Source: an optimization exercise on an open RTL-to-GDS flow (aim: small area and a short achievable clock period). Production flows keep margins and buffers that such runs may drop.
RTL that was checked went through simulation tests only; none was proved equivalent to the original.
Power figures rest on the tool's default switching activity, not on a simulated workload.

== build 45 ==
// pwl
module pwl(
  input signed [13:0] x,
  input signed [13:0] x0,
  input signed [13:0] x1,
  input signed [13:0] x2,
  input signed [13:0] x3,
  input signed [13:0] x4,
  input signed [13:0] x5,
  input signed [13:0] x6,
  input signed [13:0] x7,
  input signed [13:0] x8,
  input signed [13:0] k0,
  input signed [13:0] k1,
  input signed [13:0] k2,
  input signed [13:0] k3,
  input signed [13:0] k4,
  input signed [13:0] k5,
  input signed [13:0] k6,
  input signed [13:0] k7,
  input signed [13:0] k8,
  input signed [13:0] k9,
  input signed [13:0] b0,
  input signed [13:0] b1,
  input signed [13:0] b2,
  input signed [13:0] b3,
  input signed [13:0] b4,
  input signed [13:0] b5,
  input signed [13:0] b6,
  input signed [13:0] b7,
  input signed [13:0] b8,
  input signed [13:0] b9,
  input clk,
  output reg signed [27:0] out
);
wire [8:0] ge;
wire [13:0] nx = ~x;
pwl_ge14 u_ge0(.nx(nx), .b(x0), .y(ge[0]));
  ...
export LEC_CHECK = 0
export CAP_MARGIN = 20
export CORE_MARGIN = 2
export CORE_UTILIZATION = 40
export CTS_BUF_LIST = sky130_fd_sc_hd__clkbuf_4 sky130_fd_sc_hd__clkbuf_8
export SLEW_MARGIN = 20
export SYNTH_HIERARCHICAL = 1
export BUFFER_PORTS_ARGS = -buffer_cell sky130_fd_sc_hd__buf_1
export REMOVE_ABC_BUFFERS = 1
export CTS_ARGS = -sink_clustering_enable -repair_clock_nets -dont_use_dummy_load -buf_list "sky130_fd_sc_hd__clkbuf_4 sky130_fd_sc_hd__clkbuf_8"
export SETUP_SLACK_MARGIN = 5.2
export PRE_FLOORPLAN_TCL = /design/flow/flow/downsize.tcl
create_clock -name core_clock -period 9.0 [get_ports {clk}]
standard.sh (not shown) runs the stock make flow with config.mk's settings and CLKGATE_MAP_FILE= SYNTH_SCRIPT=/design/flow/synth_recipe.tcl, a recipe that flattens the netlist after the stock synthesis.
==> flow/flow/run.sh <==
#!/bin/bash
# Standard ORFS layout (the standard.sh) with these changes:
#  - port buffers use sky130_fd_sc_hd__buf_1 instead of the resizer's default choice;
#  - buffers left by synthesis are removed at floorplan (repair_design re-buffers as needed);
#  - before floorplan every combinational cell is swapped for the smallest-area cell of the
#    same function (flow/downsize.tcl); later timing/design repair upsizes where needed;
#  - clock tree synthesis adds no dummy loads;
#  - timing repair aims at a setup slack of 5.2 ns against the 9 ns clock.
set -euo pipefail
here=$(pwd)
cat >> config.mk <<EOC
export BUFFER_PORTS_ARGS = -buffer_cell sky130_fd_sc_hd__buf_1
export REMOVE_ABC_BUFFERS = 1
export CTS_ARGS = -sink_clustering_enable -repair_clock_nets -dont_use_dummy_load -buf_list "sky130_fd_sc_hd__clkbuf_4 sky130_fd_sc_hd__clkbuf_8"
export SETUP_SLACK_MARGIN = 5.2
export PRE_FLOORPLAN_TCL = $here/flow/downsize.tcl
EOC
bash standard.sh > standard_flow.log 2>&1
==> flow/flow/downsize.tcl <==
# Replace each combinational cell with the smallest-area cell of the same function
# (same name stem, other drive strength). Registers, adders and tie cells are kept.
set n 0
set saved 0.0
foreach inst [get_cells *] {
  set cell [get_lib_cells -of_objects $inst]
  set ref [get_name $cell]
  if {![regexp {^(sky130_fd_sc_hd__[a-z0-9]+)_([0-9]+)$} $ref -> stem drive]} { continue }
  if {[regexp {__(df|dl|sdf|edf|fa|ha|conb|tap|clk|fill|decap|diode)} $stem]} { continue }
  set best $ref
  set best_area [get_property $cell area]
  foreach cand [get_lib_cells ${stem}_*] {
    set cname [get_name $cand]
    if {![regexp "^${stem}_\[0-9\]+\$" $cname]} { continue }
    set a [get_property $cand area]
    if {$a < $best_area - 1e-6} { set best $cname; set best_area $a }
  }
  if {$best ne $ref} {
    set saved [expr {$saved + [get_property $cell area] - $best_area}]
    replace_cell $inst $best
    incr n
  }
}
puts "downsize: replaced $n cells, saved [format %.1f $saved] um2"
The inputs of build 47 differ from those of build 45 as listed below.
-- flow/flow/run.sh --
<<< build 45, line 7
#  - clock tree synthesis adds no dummy loads;
#  - timing repair aims at a setup slack of 5.2 ns against the 9 ns clock.
set -euo pipefail
>>> build 47, line 7
#  - clock tree synthesis adds no dummy loads;
#  - timing repair aims at a setup slack of 5.1 ns against the 9 ns clock.
set -euo pipefail
<<< build 45, line 14
export CTS_ARGS = -sink_clustering_enable -repair_clock_nets -dont_use_dummy_load -buf_list "sky130_fd_sc_hd__clkbuf_4 sky130_fd_sc_hd__clkbuf_8"
export SETUP_SLACK_MARGIN = 5.2
export PRE_FLOORPLAN_TCL = $here/flow/downsize.tcl
>>> build 47, line 14
export CTS_ARGS = -sink_clustering_enable -repair_clock_nets -dont_use_dummy_load -buf_list "sky130_fd_sc_hd__clkbuf_4 sky130_fd_sc_hd__clkbuf_8"
export SETUP_SLACK_MARGIN = 5.1
export PRE_FLOORPLAN_TCL = $here/flow/downsize.tcl
-- flow/config.mk --
<<< build 45, line 16
export CTS_ARGS = -sink_clustering_enable -repair_clock_nets -dont_use_dummy_load -buf_list "sky130_fd_sc_hd__clkbuf_4 sky130_fd_sc_hd__clkbuf_8"
export SETUP_SLACK_MARGIN = 5.2
export PRE_FLOORPLAN_TCL = /design/flow/flow/downsize.tcl
>>> build 47, line 16
export CTS_ARGS = -sink_clustering_enable -repair_clock_nets -dont_use_dummy_load -buf_list "sky130_fd_sc_hd__clkbuf_4 sky130_fd_sc_hd__clkbuf_8"
export SETUP_SLACK_MARGIN = 5.1
export PRE_FLOORPLAN_TCL = /design/flow/flow/downsize.tcl
Results
- Of build 47 and build 45, the lower cell-internal power belongs to build 47.
- Of build 47 and build 45, it is build 47 that has the higher fraction of power consumed by the clock network.
- The slack of the worst reg-to-reg path of build 47 and that of build 45 are within noise of each other.
## Diff of input files: build 60 against build 47
==> flow/flow/run.sh <==
#!/bin/bash
# Standard ORFS layout (the standard.sh) with these changes:
#  - port buffers use sky130_fd_sc_hd__buf_1 instead of the resizer's default choice;
#  - buffers left by synthesis are removed at floorplan (repair_design re-buffers as needed);
#  - before floorplan every combinational cell is swapped for the smallest-area cell of the
#    same function (flow/downsize.tcl); later timing/design repair upsizes where needed;
#  - clock tree synthesis adds no dummy loads.
set -euo pipefail
here=$(pwd)
cat >> config.mk <<EOC
export BUFFER_PORTS_ARGS = -buffer_cell sky130_fd_sc_hd__buf_1
export REMOVE_ABC_BUFFERS = 1
export CTS_ARGS = -sink_clustering_enable -repair_clock_nets -dont_use_dummy_load -buf_list "sky130_fd_sc_hd__clkbuf_4 sky130_fd_sc_hd__clkbuf_8"
export PRE_FLOORPLAN_TCL = $here/flow/downsize.tcl
EOC
bash standard.sh > standard_flow.log 2>&1
-- flow/config.mk --
<<< build 47, line 11
export CTS_BUF_LIST = sky130_fd_sc_hd__clkbuf_4 sky130_fd_sc_hd__clkbuf_8
export SLEW_MARGIN = 20
>>> build 60, line 11
export CTS_BUF_LIST = sky130_fd_sc_hd__clkbuf_4 sky130_fd_sc_hd__clkbuf_8
export SETUP_SLACK_MARGIN = 5
export SLEW_MARGIN = 20
<<< build 47, line 16
export CTS_ARGS = -sink_clustering_enable -repair_clock_nets -dont_use_dummy_load -buf_list "sky130_fd_sc_hd__clkbuf_4 sky130_fd_sc_hd__clkbuf_8"
export SETUP_SLACK_MARGIN = 5.1
export PRE_FLOORPLAN_TCL = /design/flow/flow/downsize.tcl
>>> build 60, line 17
export CTS_ARGS = -sink_clustering_enable -repair_clock_nets -dont_use_dummy_load -buf_list "sky130_fd_sc_hd__clkbuf_4 sky130_fd_sc_hd__clkbuf_8"
export PRE_FLOORPLAN_TCL = /design/flow/flow/downsize.tcl
Findings:
- Against build 47, sum of internal, switching and leakage power in build 60 came out better.
- Cmp build 60 vs build 47: global-route track usage on met1 lower in build 60
- Against build 47, routed length on met3 in build 60 fell slightly.

========
Another version of the RTL of pwl (not shown whole).
Size in the first run: roughly 450 I/O pins.
Design pwl, start of the top module:
module pwl(
  input signed [13:0] x,
  input signed [13:0] x0,
  input signed [13:0] x1,
  input signed [13:0] x2,
  input signed [13:0] x3,
  input signed [13:0] x4,
  input signed [13:0] x5,
  input signed [13:0] x6,
  input signed [13:0] x7,
  input signed [13:0] x8,
  input signed [13:0] k0,
  input signed [13:0] k1,
  input signed [13:0] k2,
  input signed [13:0] k3,
  input signed [13:0] k4,
  input signed [13:0] k5,
  input signed [13:0] k6,
  input signed [13:0] k7,
  input signed [13:0] k8,
  input signed [13:0] k9,
  input signed [13:0] b0,
  input signed [13:0] b1,
  input signed [13:0] b2,
  input signed [13:0] b3,
  input signed [13:0] b4,
  input signed [13:0] b5,
  input signed [13:0] b6,
  input signed [13:0] b7,
  input signed [13:0] b8,
  input signed [13:0] b9,
  input clk,
  output reg signed [27:0] out
);
clock: 9.0 ns
lec_check: 0
cap_margin: 20
core_margin: 2
core_utilization: 40
cts_buf_list: sky130_fd_sc_hd__clkbuf_4 sky130_fd_sc_hd__clkbuf_8
slew_margin: 20
synth_hierarchical: 1
buffer_ports_args: -buffer_cell sky130_fd_sc_hd__buf_1
remove_abc_buffers: 1
cts_args: -sink_clustering_enable -repair_clock_nets -dont_use_dummy_load -buf_list "sky130_fd_sc_hd__clkbuf_4 sky130_fd_sc_hd__clkbuf_8"
setup_slack_margin: 5.2
pre_floorplan_tcl: /design/flow/flow/downsize.tcl
==> flow/flow/run.sh <==
#!/bin/bash
# Standard ORFS layout (the standard.sh) with these changes:
#  - port buffers use sky130_fd_sc_hd__buf_1 instead of the resizer's default choice;
#  - buffers left by synthesis are removed at floorplan (repair_design re-buffers as needed);
#  - before floorplan every combinational cell is swapped for the smallest-area cell of the
#    same function (flow/downsize.tcl); later timing/design repair upsizes where needed;
#  - clock tree synthesis adds no dummy loads;
#  - timing repair aims at a setup slack of 5.2 ns against the 9 ns clock.
set -euo pipefail
here=$(pwd)
cat >> config.mk <<EOC
export BUFFER_PORTS_ARGS = -buffer_cell sky130_fd_sc_hd__buf_1
export REMOVE_ABC_BUFFERS = 1
export CTS_ARGS = -sink_clustering_enable -repair_clock_nets -dont_use_dummy_load -buf_list "sky130_fd_sc_hd__clkbuf_4 sky130_fd_sc_hd__clkbuf_8"
export SETUP_SLACK_MARGIN = 5.2
export PRE_FLOORPLAN_TCL = $here/flow/downsize.tcl
EOC
bash standard.sh > standard_flow.log 2>&1
Scripts as last shown in full above: flow/flow/downsize.tcl
The first run finished clean.
==> next run, changes <==
--- a/flow/flow/run.sh
+++ b/flow/flow/run.sh
@@ -5,6 +5,5 @@
 #  - before floorplan every combinational cell is swapped for the smallest-area cell of the
 #    same function (flow/downsize.tcl); later timing/design repair upsizes where needed;
-#  - clock tree synthesis adds no dummy loads;
-#  - timing repair aims at a setup slack of 5.2 ns against the 9 ns clock.
+#  - clock tree synthesis adds no dummy loads.
 set -euo pipefail
 here=$(pwd)
@@ -13,5 +12,4 @@
 export REMOVE_ABC_BUFFERS = 1
 export CTS_ARGS = -sink_clustering_enable -repair_clock_nets -dont_use_dummy_load -buf_list "sky130_fd_sc_hd__clkbuf_4 sky130_fd_sc_hd__clkbuf_8"
-export SETUP_SLACK_MARGIN = 5.2
 export PRE_FLOORPLAN_TCL = $here/flow/downsize.tcl
 EOC
SETUP_SLACK_MARGIN = 5   (was 5.2)
=>
- non-clock buffer count is lower by 48
- sequential power is about the same
- sequential cell count does not change
- via count is lower by 3.7%
- routed wire length is lower by 7.6%
- die area is unchanged
- power is lower by 3.8%
- final cell count is lower by 2.6%
- core utilization is lower by 3.7 points
- hold slack gains 0.0047 ns
- critical path depth is unchanged
No run of this note included a check of the RTL's function; only the layout flow was run.

==> separate check: timing with driven ports <==
How much do the figures lean on ideal ports? The routed layouts below were timed once more, with nothing changed but the port constraints.
Step 1 assumes that a clkbuf_16 drives the clock port and a buf_2 every other input.
Step 2 times the ports against the registers' clock, not the clock port: input delays grow and output delays shrink by t, the midpoint of the rising clock arrivals with the driver on.
a / b / c = no drivers / after step 1 / after step 2; a / b = the first two.
run | t, ns | slack for setup (ns) | hold slack, ns | worst register clock-pin slew, ns | worst slew at a driven data input, ns
build 45 | 0.476 | 5.144 / 5.122 / 4.647 | 0.333 / 0.333 / 0.333 | 0.10 / 0.10 | 0.16
build 47 | 0.481 | 5.158 / 5.149 / 4.669 | 0.329 / 0.329 / 0.329 | 0.10 / 0.10 | 0.16
build 60 | 0.487 | 5.003 / 4.998 / 4.512 | 0.330 / 0.330 / 0.330 | 0.10 / 0.10 | 0.16
the first run of note 2 | 0.476 | 4.994 / 4.956 / 4.480 | 0.292 / 0.292 / 0.292 | 0.08 / 0.08 | 0.17
the second run of note 2 | 0.481 | 4.959 / 4.955 / 4.474 | 0.297 / 0.297 / 0.297 | 0.08 / 0.08 | 0.17
After both steps every run listed still meets setup and hold. For the first run of note 2, which loses most, drivers alone change the setup slack by -0.038 ns; drivers and shift together by -0.514 ns.
